From an optimization exercise on the open Yosys and OpenROAD flow, aimed at a short achievable clock period and few clock cycles; shortcuts taken in it are not production practice. Only simulation tests tie the RTL to the original design; equivalence was not proved. No activity file was given, so power comes from the tool's default toggle rates.

==> inputs of run a <==
==> flow/design.v <==
module projectCPU2022(clk,rst,wrEn,data_fromRAM,addr_toRAM,data_toRAM,PC,W);
input clk, rst;
input wire [15:0] data_fromRAM;
output reg [15:0] data_toRAM;
output reg wrEn;
output reg [12:0] addr_toRAM;
output reg [12:0] PC;
output reg [15:0] W;
localparam S_O = 3'd0, S_F = 3'd1, S_I = 3'd2, S_I4 = 3'd3, S_R = 3'd4;
reg [2:0]  state;
reg [2:0]  op_r;
reg [12:0] pc1;      
reg [12:0] sh4;      
reg        sh4v;
wire [15:0] din = data_fromRAM;
wire [2:0]  op_in = din[15:13];
wire        ind = din[12:0] == 13'd0;
function automatic [16:0] ksadd(input [15:0] a, input [15:0] b, input ci);
	reg [15:0] g, p, gn, pn;
	integer i, d;
	begin
		g = a & b;
		p = a ^ b;
		g[0] = g[0] | (p[0] & ci);
		for (d = 1; d < 16; d = d * 2) begin
			gn = g; pn = p;
			for (i = d; i < 16; i = i + 1) begin
				gn[i] = g[i] | (p[i] & g[i - d]);
				pn[i] = p[i] & p[i - d];
			end
			g = gn; p = pn;
		end
		ksadd = {g[15], (a ^ b) ^ {g[14:0], ci}};
	end
endfunction
wire [16:0] addv = ksadd(W, din, 1'b0);
wire [16:0] subv = ksadd(W, ~din, 1'b1);
wire lt16 = din[15:4] == 12'd0;
reg [15:0] alu;
always @* begin
	alu = W;
	case (op_r)
		3'd0: alu = addv[15:0];
		3'd1: alu = ~(W | din);
		3'd2: alu = lt16 ? (W >> din[3:0]) : (W << din[3:0]);
		3'd3: alu = lt16 ? ((W >> din[3:0]) | (W << (5'd16 - {1'b0, din[3:0]})))
		                 : ((W << din[3:0]) | (W >> (5'd16 - {1'b0, din[3:0]})));
		3'd4: alu = !subv[16] ? 16'hFFFF : (W == din ? 16'h0000 : 16'h0001);
		3'd6: alu = din;
		default: alu = W;
	endcase
end
always @* begin
	data_toRAM = W;
	wrEn = 1'b0;
	case (state)
		S_O: begin
			addr_toRAM = din[12:0];
			wrEn = op_in == 3'd7 && !ind;
		end
		S_I: begin
			addr_toRAM = sh4v ? sh4 : 13'd4;
			wrEn = sh4v && op_r == 3'd7;
		end
		S_I4: begin
			addr_toRAM = din[12:0];
			wrEn = op_r == 3'd7;
		end
		S_R: addr_toRAM = PC;
		default: addr_toRAM = pc1;
	endcase
	if (rst) addr_toRAM = 13'd0;
end
always @(posedge clk) begin
	if (rst) begin
		state <= S_O;
		PC <= 13'd0;
		pc1 <= 13'd1;
		W <= 16'd0;
		op_r <= 3'd0;
		sh4v <= 1'b0;
	end else begin
		case (state)
			S_O: begin
				op_r <= op_in;
				if (ind) state <= S_I;
				else begin
					state <= S_F;
					if (op_in == 3'd7 && din[12:0] == 13'd4) begin
						sh4 <= W[12:0];
						sh4v <= 1'b1;
					end
				end
			end
			S_I: begin
				if (sh4v) begin
					state <= S_F;
					if (op_r == 3'd7 && sh4 == 13'd4) sh4 <= W[12:0];
				end else state <= S_I4;
			end
			S_I4: begin
				state <= S_F;
				sh4v <= 1'b1;
				if (op_r == 3'd7 && din[12:0] == 13'd4) sh4 <= W[12:0];
				else sh4 <= din[12:0];
			end
			S_R: begin
				state <= S_O;
			end
			default: begin
				W <= alu;
				if (op_r == 3'd5 && din == 16'd0 && op_r != 3'd7) begin
					PC <= W[12:0];
					pc1 <= W[12:0] + 13'd1;
					state <= S_R;
				end else begin
					PC <= pc1;
					pc1 <= pc1 + 13'd1;
					state <= S_O;
				end
			end
		endcase
	end
end
endmodule
==> flow/run.sh <==
#!/bin/bash
# synth_recipe.tcl (not shown) runs the flow's synth.tcl, then flattens the netlist and writes it again
# the make line also repeats each setting of config.mk as NAME=value (left out here)
make -C /OpenROAD-flow-scripts/flow DESIGN_CONFIG=/design/flow/config.mk WORK_HOME=/design/flow/orfs CLKGATE_MAP_FILE= SYNTH_SCRIPT=/design/flow/synth_recipe.tcl finish
==> flow/config.mk <==
export PLATFORM = sky130hd
export DESIGN_NAME = projectCPU2022
export DESIGN_NICKNAME = projectCPU2022
export VERILOG_FILES = /design/flow/design.v
export SDC_FILE = /design/flow/constraint.sdc
export NUM_CORES = 4
export LEC_CHECK = 0
export ABC_CLOCK_PERIOD_IN_PS = 2500
export CAP_MARGIN = 20
export CORE_MARGIN = 2
export CORE_UTILIZATION = 40
export SETUP_SLACK_MARGIN = 3.0
export SLEW_MARGIN = 20
export TNS_END_PERCENT = 100
==> flow/constraint.sdc <==
create_clock -name core_clock -period 6.0 [get_ports {clk}]
set_input_delay 1.2000 -clock core_clock [delete_from_list [all_inputs] [get_ports {clk}]]
set_output_delay 1.2000 -clock core_clock [all_outputs]
set_load 0.01 [all_outputs]
==> run b: changes against run a <==
==> flow/design.v, changed modules only <==
module projectCPU2022(clk,rst,wrEn,data_fromRAM,addr_toRAM,data_toRAM,PC,W);
input clk, rst;
input wire [15:0] data_fromRAM;
output reg [15:0] data_toRAM;
output reg wrEn;
output reg [12:0] addr_toRAM;
output reg [12:0] PC;  
output reg [15:0] W;  
reg[12:0] PCnext;
reg[2:0] opcode, opcodeNext;
reg[2:0] state, stateNext;
reg[15:0] Wnext;
always @(posedge clk) begin
	state	<= stateNext;
	PC	<= PCnext;
	opcode <= opcodeNext;
	W <= Wnext;
end
always @*begin
	stateNext = state;
	PCnext = PC;
	opcodeNext = opcode;
	addr_toRAM = 0;
	wrEn = 0;
	data_toRAM = 0;
	Wnext = W;
	if(rst) begin
		stateNext = 0;
		PCnext = 0;
		opcodeNext = 0;
		addr_toRAM = 0;
		wrEn = 0;
		data_toRAM = 0;
		Wnext = 0;
	end
	else
		case(state)
			0: begin  
				PCnext = PC;
				opcodeNext = opcode;
				addr_toRAM = PC;
				wrEn = 0;
				data_toRAM = 0;
				stateNext =1;
				Wnext = W;
			end
			1: begin  
				PCnext = PC;
				opcodeNext = data_fromRAM[15:13];
				addr_toRAM =  data_fromRAM[12:0]; 
				wrEn = 0;
				stateNext = 2;
				Wnext = W;
				data_toRAM = 0;
				if(data_fromRAM[12:0] == 0) begin  
					data_toRAM = 0;
					addr_toRAM = 13'b0000000000100;					
					stateNext = 3;
				end 
				else begin
					if(opcodeNext == 3'b111) begin  
						wrEn 		  = 1;
						data_toRAM = W;
						PCnext = PC + 1;
						stateNext = 0; 
					end
				end
			end
			2: begin  
				PCnext = PC+1;
				opcodeNext = opcode;
				addr_toRAM = 0;
				data_toRAM = 0;
				stateNext = 0;
				wrEn = 0;
					if(opcodeNext == 3'b101) begin  
						PCnext = (data_fromRAM == 0) ? W : (PC + 1);
						stateNext = 0;
					end
					if(opcodeNext == 3'b000)  
						Wnext = W + data_fromRAM;
					if(opcodeNext == 3'b001)  
						Wnext = (~(W | data_fromRAM));
					if(opcodeNext == 3'b010) begin  
						if(data_fromRAM < 16) begin
							Wnext = W >> data_fromRAM;
						end
						else begin
							Wnext = W << (data_fromRAM[3:0]);
						end
					end
					if(opcodeNext == 3'b011) begin  
						if(data_fromRAM < 16) begin
							Wnext = ((W >> data_fromRAM) | (W << (16- data_fromRAM)));
						end
						else begin
							Wnext = ((W << data_fromRAM[3:0]) | (W >> (16 - data_fromRAM[3:0])));
						end
					end
					if(opcodeNext == 3'b100) begin  
						if(W < data_fromRAM) begin
							Wnext = 16'hFFFF;
						end
						else if(W == data_fromRAM) begin
							Wnext = 16'b0000;
						end
						else begin
							Wnext = 16'b0001;
						end
					end
					if(opcodeNext == 3'b110)   
						Wnext = data_fromRAM;
			end
			3: begin  
				PCnext = PC;
				opcodeNext = opcode;
				addr_toRAM = data_fromRAM;
				data_toRAM = 0;
				wrEn = 0;
				Wnext = W;
				stateNext = 2;
				if(opcodeNext == 3'b111) begin  
						wrEn 		  = 1;
						data_toRAM = W;
						PCnext = PC + 1;
						stateNext = 0; 
				end
			end
			default: begin
				stateNext = 0;
				PCnext = 0;
				opcodeNext = 0;
				addr_toRAM = 0;
				wrEn = 0;
				data_toRAM = 0;
				Wnext = 0;
			end
		endcase
end
endmodule
--- a/flow/config.mk
+++ b/flow/config.mk
@@ -6,9 +6,6 @@
 export NUM_CORES = 4
 export LEC_CHECK = 0
-export ABC_CLOCK_PERIOD_IN_PS = 2500
 export CAP_MARGIN = 20
 export CORE_MARGIN = 2
 export CORE_UTILIZATION = 40
-export SETUP_SLACK_MARGIN = 3.0
 export SLEW_MARGIN = 20
-export TNS_END_PERCENT = 100
==> run c: changes against run a <==
--- a/flow/design.v
+++ b/flow/design.v
@@ -70,5 +70,8 @@
 		default: addr_toRAM = pc1;
 	endcase
-	if (rst) addr_toRAM = 13'd0;
+	if (rst) begin
+		addr_toRAM = 13'd0;
+		wrEn = 1'b0;
+	end
 end
 always @(posedge clk) begin
--- a/flow/config.mk
+++ b/flow/config.mk
@@ -6,9 +6,9 @@
 export NUM_CORES = 4
 export LEC_CHECK = 0
-export ABC_CLOCK_PERIOD_IN_PS = 2500
+export ABC_CLOCK_PERIOD_IN_PS = 2000
 export CAP_MARGIN = 20
 export CORE_MARGIN = 2
-export CORE_UTILIZATION = 40
-export SETUP_SLACK_MARGIN = 3.0
+export CORE_UTILIZATION = 30
+export SETUP_SLACK_MARGIN = 3.5
 export SLEW_MARGIN = 20
 export TNS_END_PERCENT = 100
==> run d: changes against run a <==
==> flow/design.v, changed modules only <==
module projectCPU2022(clk,rst,wrEn,data_fromRAM,addr_toRAM,data_toRAM,PC,W);
input clk, rst;
input wire [15:0] data_fromRAM;
output reg [15:0] data_toRAM;
output reg wrEn;
output reg [12:0] addr_toRAM;
output reg [12:0] PC;
output reg [15:0] W;
localparam S_O = 2'd0, S_F = 2'd1, S_I = 2'd2;
reg [1:0]  state;
reg [2:0]  op_r;
reg [12:0] sh4;      
reg        sh4v;     
wire [15:0] din = data_fromRAM;
wire [2:0]  op_in = din[15:13];
wire        ind = (din[12:0] == 13'd0);
wire [12:0] ea_o = din[12:0] | ({13{ind}} & sh4);
wire        taken = (op_r == 3'd5) && (din == 16'd0);
wire [12:0] pc1 = PC + 13'd1;
wire [12:0] npc = taken ? W[12:0] : pc1;
reg [15:0] alu;
always @* begin
	alu = W;
	case (op_r)
		3'd0: alu = W + din;
		3'd1: alu = ~(W | din);
		3'd2: alu = (din < 16) ? (W >> din[3:0]) : (W << din[3:0]);
		3'd3: alu = (din < 16) ? ((W >> din[3:0]) | (W << (5'd16 - {1'b0, din[3:0]})))
		                       : ((W << din[3:0]) | (W >> (5'd16 - {1'b0, din[3:0]})));
		3'd4: alu = (W < din) ? 16'hFFFF : ((W == din) ? 16'h0000 : 16'h0001);
		3'd6: alu = din;
		default: alu = W;
	endcase
end
always @* begin
	data_toRAM = W;
	wrEn = 1'b0;
	addr_toRAM = 13'd0;
	if (!rst) begin
		case (state)
			S_O: begin
				if (ind && !sh4v) addr_toRAM = 13'd4;
				else begin
					addr_toRAM = ea_o;
					wrEn = (op_in == 3'd7);
				end
			end
			S_I: begin
				addr_toRAM = din[12:0];
				wrEn = (op_r == 3'd7);
			end
			default: addr_toRAM = npc;
		endcase
	end
end
always @(posedge clk) begin
	if (rst) begin
		state <= S_O;
		PC <= 13'd0;
		W <= 16'd0;
		op_r <= 3'd0;
		sh4v <= 1'b0;
	end else begin
		case (state)
			S_O: begin
				op_r <= op_in;
				if (ind && !sh4v) state <= S_I;
				else begin
					state <= S_F;
					if (op_in == 3'd7 && ea_o == 13'd4) begin
						sh4 <= W[12:0];
						sh4v <= 1'b1;
					end
				end
			end
			S_I: begin
				state <= S_F;
				sh4v <= 1'b1;
				if (op_r == 3'd7 && din[12:0] == 13'd4) sh4 <= W[12:0];
				else sh4 <= din[12:0];
			end
			default: begin
				state <= S_O;
				W <= alu;
				PC <= npc;
			end
		endcase
	end
end
endmodule
==> results.py <==
metrics = {
    "run_status": {
        "status": "finished clean",
    },
    "power": {
        "p_int_uw": 605,
        "pg_seq_uw": 279,
    },
    "synth": {
        "postSynthAreaPerCell_sq_um": 7.31,
        "synth-edff-count": 0,
    },
    "final_layout": {
        "nMultiInputCombCells": 783,
    },
    "place": {
        "dp_hpwl_um": 21800,
    },
    "cts": {
        "insertion_delay_ps": 290,
        "htree_levels": 2,
    },
    "global_route": {
        "antenna_found_initial": 0,
    },
    "worst_setup_path": {
        "cp_cell_sequence": "clkdlybuf4s50_1 -> inv_1 -> ha_1 -> nor3b_1 -> nand4_1 -> a32oi_1 -> nor3b_2 -> and2_1 -> clkdlybuf4s50_1",
    },
    "sta": {
        "worst_slack_ps": 741,
    },
    "route": {
        "route.met2.wl_um": 13200,
    },
}
# the run above: run b

==> results.py <==
metrics = {
    "run_status": {
        "status": "finished clean",
    },
    "synth": {
        "postSynthAreaPerCell_sq_um": 7.20,
        "yosys.area_share.adder_pct": 8.07,
        "synth-edff-count": 13,
    },
    "power": {
        "p_int_uw": 1170,
        "pg_seq_uw": 531,
    },
    "place": {
        "dp_hpwl_um": 25300,
    },
    "cts": {
        "insertion_delay_ps": 360,
        "htree_levels": 3,
    },
    "final_layout": {
        "nMultiInputCombCells": 904,
    },
    "global_route": {
        "antenna_found_initial": 0,
    },
    "route": {
        "route.met2.wl_um": 17100,
    },
    "sta": {
        "worst_slack_ps": 2370,
    },
    "worst_setup_path": {
        "cp_cell_sequence": "buf_4 -> nor3_4 -> nand3_2 -> or3_4 -> nand2_4 -> o22ai_2 -> buf_2",
    },
}
# the run above: run a

==> results.py <==
metrics = {
    "synth": {
        "synth-edff-count": 13,
        "ys.flop_type": "dfxtp_1",
    },
    "power": {
        "pg_seq_uw": 394,
        "p_int_uw": 955,
    },
    "worst_setup_path": {
        "cp_cell_sequence": "buf_8 -> clkinvlp_4 -> ha_4 -> nor3b_4 -> nand4_1 -> buf_4 -> buf_6 -> o21ai_4 -> nand2_4 -> buf_6 -> a22oi_2 -> o22ai_1 -> buf_2",
    },
    "global_route": {
        "antenna_found_initial": 0,
    },
    "cts": {
        "insertion_delay_ps": 310,
        "htree_levels": 2,
    },
    "final_layout": {
        "nMultiInputCombCells": 786,
    },
    "sta": {
        "worst_slack_ps": 1460,
    },
    "run_status": {
        "status": "finished clean",
    },
    "route": {
        "route.met2.wl_um": 14900,
    },
    "place": {
        "dp_hpwl_um": 22500,
    },
}
# the run above: run d

==> results.py <==
metrics = {
    "cts": {
        "insertion_delay_ps": 350,
        "htree_levels": 3,
    },
    "power": {
        "pg_seq_uw": 486,
        "p_int_uw": 1320,
    },
    "final_layout": {
        "largest_cell_class": "multi-input gates",
        "nMultiInputCombCells": 906,
    },
    "global_route": {
        "antenna_found_initial": 1,
    },
    "route": {
        "route.met2.wl_um": 19800,
    },
    "worst_setup_path": {
        "cp_cell_sequence": "buf_12 -> nor4_4 -> and3_4 -> nand2_4 -> nor3_4 -> o22a_1 -> nor2_2 -> buf_2",
    },
    "synth": {
        "synth-edff-count": 13,
        "postSynthAreaPerCell_sq_um": 7.30,
    },
    "run_status": {
        "status": "finished clean",
    },
    "sta": {
        "worst_slack_ps": 2380,
    },
}
# the run above: run c

Testbench counts of run a, summed over its fixed seeds: cycles 636,139.
Testbench counts of run b, summed over its fixed seeds: cycles 847,558.
Testbench counts of run c, summed over its fixed seeds: cycles 636,139.
Testbench counts of run d, summed over its fixed seeds: cycles 589,874.

-- separate check: timing with driven ports --
The results above use ideal ports. As a check the final layouts listed here were re-extracted and re-timed, cells and wires unchanged.
Step 1: set_driving_cell puts a clkbuf_16 on clk and a buf_2 on each other input, an assumption about the parent block.
Step 2 moves the port delays by t, midway between the first and last clock arrival at a register: inputs arrive t later, outputs are due t later. That takes back most of the time a late clock gives input paths.
Three values: ideal, step 1, step 2; two values: the first two.
run	t (ns)	setup WS [ns]	worst hold slack (ns)	worst setup path at the end	worst register clock-pin slew, ns
run a	0.402	2.375 / 2.350 / 2.067	0.489 / 0.489 / 0.489	input to register	0.06 / 0.06
run b	0.324	0.741 / 0.718 / 0.718	0.586 / 0.586 / 0.586	input to output	0.06 / 0.06
run c	0.388	2.383 / 2.335 / 2.109	0.535 / 0.535 / 0.535	input to register	0.06 / 0.06
run d	0.351	1.458 / 1.420 / 1.420	0.505 / 0.505 / 0.505	input to output	0.07 / 0.07
After both steps every run listed still meets setup and hold. For run a, which loses most, drivers alone change the setup slack by -0.025 ns; drivers and shift together by -0.308 ns.
